This is an optimization exercise on Yosys and OpenROAD, whose aim is small area, a short achievable clock period and few clock cycles, not a production implementation. The RTL was checked by simulation tests, not by an equivalence proof against the original design.

trial 81:
## divisor_clk
module divisor_clk #(parameter WIDTH = 24,
                 parameter WIDTHZ = (WIDTH*2))
(
    input logic clk,
    input logic arst,
    input logic start,
    input logic [WIDTH-1:0] a,
    input logic [WIDTH-1:0] b,
    output logic done,
    output logic div_by_zero,
    output logic [WIDTH-1:0] q,
    output logic [WIDTH-1:0] f,
    output logic [WIDTHZ-1:0] z
);
For scale: ~1,700 cells after synthesis, ~100 flip-flops, about 12,000 µm² of cells after synthesis.
clock: 110.0 ns
lec_check: 0
abc_area: 1
cap_margin: 20
core_margin: 2
core_utilization: 40
place_density: 0.6
slew_margin: 20
standard.sh (not shown) runs the stock make flow with config.mk's settings and CLKGATE_MAP_FILE= SYNTH_SCRIPT=/design/flow/synth_recipe.tcl, a recipe that flattens the netlist after the stock synthesis.
==> flow/flow/run.sh <==
#!/bin/bash
set -euo pipefail
export BUFFER_PORTS_ARGS="-buffer_cell sky130_fd_sc_hd__buf_1"
bash standard.sh > standard.log 2>&1
Testbench counts of trial 81, summed over its fixed seeds: cycles 16,768.
Input-level comparison between build 53 and trial 81:
==> flow/flow/run.sh <==
#!/bin/bash
set -euo pipefail
export BUFFER_PORTS_ARGS="-buffer_cell sky130_fd_sc_hd__buf_1"
RES="$PWD/orfs/results/$FLOW_PLATFORM/divisor_clk/base"
bash standard.sh 3_4_place_resized > standard_place.log 2>&1
ODB="$RES/3_4_place_resized.odb" SDC="$RES/2_floorplan.sdc" \
  PLATFORM_DIR="$FLOW_HOME/platforms/$FLOW_PLATFORM" \
  openroad -no_init -exit flow/downsize.tcl > downsize.log 2>&1
bash standard.sh > standard.log 2>&1
==> flow/flow/downsize.tcl (new file) <==
# Area recovery after placement: swap each upsized logic cell back to its
# smallest drive strength when that makes no path slower than the design's
# worst path, and adds no max-slew or max-capacitance violation.
# usage: ODB=... SDC=... PLATFORM_DIR=... openroad -no_init -exit downsize.tcl
set pdir $::env(PLATFORM_DIR)
read_liberty $pdir/lib/sky130_fd_sc_hd__tt_025C_1v80.lib
read_db $::env(ODB)
read_sdc $::env(SDC)
source $pdir/setRC.tcl
estimate_parasitics -placement

proc wns {} { return [sta::worst_slack_cmd max] }
proc viol {} { return [expr {[sta::max_slew_violation_count] + [sta::max_capacitance_violation_count]}] }

set base [wns]
set base_viol [viol]
puts "downsize: start worst slack $base, slew/cap violations $base_viol"
set block [ord::get_db_block]
set db [ord::get_db]
set saved 0.0
set n 0
foreach inst [$block getInsts] {
  set m [$inst getMaster]
  set mname [$m getName]
  if {![regexp {^(sky130_fd_sc_hd__([a-z0-9]+))_([0-9]+)$} $mname -> stem func drive]} { continue }
  if {$drive <= 1} { continue }
  if {[regexp {^(df|edf|sdf|dl|clk|buf|tap|fill|decap|conb|mux)} $func]} { continue }
  set small ""
  foreach d {1 0} {
    if {[$db findMaster ${stem}_$d] ne "NULL"} { set small ${stem}_$d; break }
  }
  if {$small eq "" || [string equal $small $mname]} { continue }
  set name [$inst getName]
  set a0 [expr {[$m getWidth] * [$m getHeight]}]
  replace_cell $name $small
  estimate_parasitics -placement
  if {[wns] < $base - 1e-13 || [viol] > $base_viol} {
    replace_cell $name $mname
  } else {
    set m2 [$db findMaster $small]
    set saved [expr {$saved + ($a0 - [$m2 getWidth] * [$m2 getHeight]) / 1e6}]
    incr n
  }
}
estimate_parasitics -placement
puts "downsize: resized $n cells, saved $saved um2, worst slack [wns], slew/cap violations [viol]"
write_db $::env(ODB)
- Run comparison: build 53 kind of critical path reg -> reg; trial 81 kind of critical path in -> reg
- In build 53 the first-pass iteration count of the detailed router turned out 2 lower than in trial 81.
- Compared with trial 81, in build 53 fraction of the cycle the final worst path needs moved up, endpoint arrival time on the critical path +0.42 ns.
- The wire length reported by the detailed router on build 53 is in line with that on trial 81.
- The sequential share of layout area number comes out higher for build 53 vs trial 81.

The RTL this note starts from:
==> flow/design.v <==
`timescale 1ns / 1ps
module divisor_clk #(parameter WIDTH = 24,
                 parameter WIDTHZ = (WIDTH*2))
(
    input logic clk,
    input logic arst,
    input logic start,
    input logic [WIDTH-1:0] a,
    input logic [WIDTH-1:0] b,
    output logic done,
    output logic div_by_zero,
    output logic [WIDTH-1:0] q,
    output logic [WIDTH-1:0] f,
    output logic [WIDTHZ-1:0] z
);
    localparam K = 7;
    logic             busy;
    logic [2:0]       cnt;         
    logic [WIDTH-1:0] rem;         
    logic [WIDTH-1:0] div;         
    logic [WIDTHZ-1:0] qd;         
    logic             dz;          
    assign dz = (div == '0);
    logic [WIDTH-1:0]  rem_init;
    logic [WIDTHZ-1:0] qd_init;
    logic [2:0]       cnt_init;
    always_comb begin
        rem_init = '0;
        qd_init  = {1'b0, a, 23'b0};
        cnt_init = 3'd6;
        if ((|b[23:13])) begin
            rem_init = {13'b0, a[23:11]};
            qd_init  = {a[10:0], 37'b0};
            cnt_init = 3'd4;
        end
        if ((|b[23:20])) begin
            rem_init = {20'b0, a[23:4]};
            qd_init  = {a[3:0], 44'b0};
            cnt_init = 3'd3;
        end
    end
    logic [WIDTH-1:0]  r_s [0:K];
    logic [WIDTHZ-1:0] q_s [0:K];
    assign r_s[0] = rem;
    assign q_s[0] = qd;
    for (genvar i = 0; i < K; i++) begin : g_step
        logic [WIDTH:0] x, y, t;
        logic qb;
        assign x = {r_s[i], q_s[i][WIDTHZ-1]};
        assign y = {1'b0, div};
        logic [WIDTH+1:0] g, p;
        logic [WIDTH+2:0] bw;
        assign g = {1'b0, ~x & y};
        assign p = {1'b0, ~(x ^ y)};
        assign bw[0] = 1'b0;
        for (genvar j = 0; j <= WIDTH; j = j + 2) begin : g_grp
            logic gg, pp;
            assign gg = g[j+1] | (p[j+1] & g[j]);
            assign pp = p[j+1] & p[j];
            assign bw[j+1] = g[j] | (p[j] & bw[j]);
            assign bw[j+2] = gg | (pp & bw[j]);
        end
        assign t = x ^ y ^ bw[WIDTH:0];
        assign qb = ~t[WIDTH];
        assign r_s[i+1] = qb ? t[WIDTH-1:0] : x[WIDTH-1:0];
        assign q_s[i+1] = {q_s[i][WIDTHZ-2:0], qb};
    end
    always_ff @(posedge clk or posedge arst) begin
        if (arst) begin
            busy <= 1'b0;
            done <= 1'b0;
            cnt <= '0;
            div_by_zero <= 1'b0;
        end else begin
            done <= 1'b0;
            if (busy) begin
                div_by_zero <= dz;
                if (cnt == 0 || dz) begin
                    busy <= 1'b0;
                    done <= 1'b1;
                end
                cnt <= cnt - 1'b1;
            end else if (start) begin
                busy <= 1'b1;
                cnt <= cnt_init;
            end
        end
    end
    always_ff @(posedge clk) begin
        div <= b;
        if (busy) begin
            rem <= r_s[K];
            qd  <= dz ? '0 : q_s[K];
        end else begin
            rem <= rem_init;
            qd  <= qd_init;
        end
    end
    assign q = qd[WIDTHZ-1:WIDTH];
    assign f = qd[WIDTH-1:0];
    assign z = qd;
endmodule
==> flow/config.mk <==
export PLATFORM = sky130hd
export DESIGN_NAME = divisor_clk
export DESIGN_NICKNAME = divisor_clk
export VERILOG_FILES = /design/flow/design.v
export SDC_FILE = /design/flow/constraint.sdc
export NUM_CORES = 4
export LEC_CHECK = 0
export ABC_AREA = 1
export CAP_MARGIN = 20
export CORE_MARGIN = 2
export CORE_UTILIZATION = 40
export CTS_CLUSTER_DIAMETER = 200
export CTS_CLUSTER_SIZE = 40
export PLACE_DENSITY = 0.6
export SLEW_MARGIN = 20
==> flow/constraint.sdc <==
create_clock -name core_clock -period 110.0 [get_ports {clk}]
set_input_delay 22.0000 -clock core_clock [delete_from_list [all_inputs] [get_ports {clk}]]
set_output_delay 22.0000 -clock core_clock [all_outputs]
set_load 0.01 [all_outputs]
==> flow/flow/run.sh <==
#!/bin/bash
set -euo pipefail
export BUFFER_PORTS_ARGS="-buffer_cell sky130_fd_sc_hd__buf_1"
bash standard.sh > standard.log 2>&1
The baseline finished with timing, DRC and antenna clean.
Testbench counts at the start, summed over its fixed seeds: cycles 16,768.
Then changed:
ABC_AREA = 0   (was 1)
CTS_CLUSTER_DIAMETER = default   (was 200)
CTS_CLUSTER_SIZE = default   (was 40)
Design area climbs by 4.6%.
Flip-flop and latch count does not change.
Worst hold slack gets better by 47 ps.
Then changed:
ABC_AREA = 1   (was 0)
CORE_UTILIZATION = 60   (was 40)
CTS_BUF_LIST = sky130_fd_sc_hd__clkbuf_8   (was default)
PLACE_DENSITY = 0.75   (was 0.6)
=> The new run completed without violations; global-route usage came out higher by 6.1 points; synthesized area falls by 2.9%; cell area is lower by 6.1%.
Then changed:
CAP_MARGIN = 5   (was 20)
CORE_UTILIZATION = 40   (was 60)
CTS_BUF_LIST = default   (was sky130_fd_sc_hd__clkbuf_8)
PLACE_DENSITY = 0.6   (was 0.75)
SLEW_MARGIN = 5   (was 20)
Effect: The new run finished clean; wire length went up by about 4.7%; clock-buffer cell count went up by 2; final area went up by 1.8%; cell count went up by 6.1%.
Then changed:
CAP_MARGIN = 20   (was 5)
SLEW_MARGIN = 20   (was 5)
=> Final area stays the same. Wire length stays the same. Core utilization is unchanged.

Starts from the design.v that is shown in full above.
clock: 110.0 ns
lec_check: 0
abc_area: 1
cap_margin: 20
core_margin: 2
core_utilization: 40
cts_buf_list: sky130_fd_sc_hd__clkbuf_8
place_density: 0.6
slew_margin: 20
Scripts as last shown in full above: flow/flow/run.sh
The first run produced a clean layout.
Testbench counts at the start, summed over its fixed seeds: cycles 16,768.
Rerun with:
CORE_UTILIZATION = 75   (was 40)
PLACE_DENSITY = 0.85   (was 0.6)
Cell count fell by 7.9%.
Worst setup slack degrades by 600 ps.
Rerun with:
==> flow/run.sh (new file) <==
#!/bin/bash
# synth_recipe.tcl (not shown) runs the flow's synth.tcl, then flattens the netlist and writes it again
# the make line also repeats each setting of config.mk as NAME=value (left out here)
make -C /OpenROAD-flow-scripts/flow DESIGN_CONFIG=/design/flow/config.mk WORK_HOME=/design/flow/orfs CLKGATE_MAP_FILE= SYNTH_SCRIPT=/design/flow/synth_recipe.tcl finish
CORE_UTILIZATION = 40   (was 75)
CTS_BUF_LIST = unset   (was sky130_fd_sc_hd__clkbuf_8)
PLACE_DENSITY = 0.6   (was 0.85)
removed: flow/flow/run.sh
removed: flow/standard.sh
Effect: Wire length went up by 7.4%; fmax went up by 1.1%; hold slack gets worse by 3.1 ps; area after synthesis stays the same; worst setup slack gets better by 260 ps; clock-buffer cell count went up by 2; non-clock buffer count went down by 1; cell count went up by 8.7%; synthesized cell count stays the same; sequential share of layout area went down by 1.4 points.

-- re-timing with driven ports --
The flow's constraints put no driver on any port. The routed layouts listed below were extracted and timed again, unchanged, in two steps. Step 1 sets driving cells, clkbuf_16 on the clock port and buf_2 on the other inputs (assumed; they add their load-dependent delay and slew). Step 2 moves the port delays by t, midway between the first and last clock arrival at a register: inputs arrive t later, outputs are due t later. That takes back most of the time a late clock gives input paths. Three values: no drivers, after step 1, after step 2; two values: the first two.
run	t (ns)	setup WS [ns]	pins driven straight from the clock port
trial 81	0.412	86.422 / 86.451 / 86.039	1
build 53	0.413	86.049 / 86.049 / 86.036	1
the first run of note 2	0.412	86.422 / 86.451 / 86.039	1
the second run of note 2	0.417	85.895 / 85.920 / 85.503	1
the third run of note 2	0.419	85.936 / 85.936 / 85.936	1
the fourth run of note 2	0.412	86.422 / 86.451 / 86.039	1
the fifth run of note 2	0.412	86.422 / 86.451 / 86.039	1
the first run of note 3	0.440	86.437 / 86.463 / 86.023	1
the second run of note 3	0.419	85.835 / 85.835 / 85.835	1
the third run of note 3	0.423	86.099 / 86.128 / 85.705	1
After both steps every run listed still meets setup and hold. For the first run of note 3, which loses most, drivers alone change the setup slack by +0.026 ns; drivers and shift together by -0.414 ns.
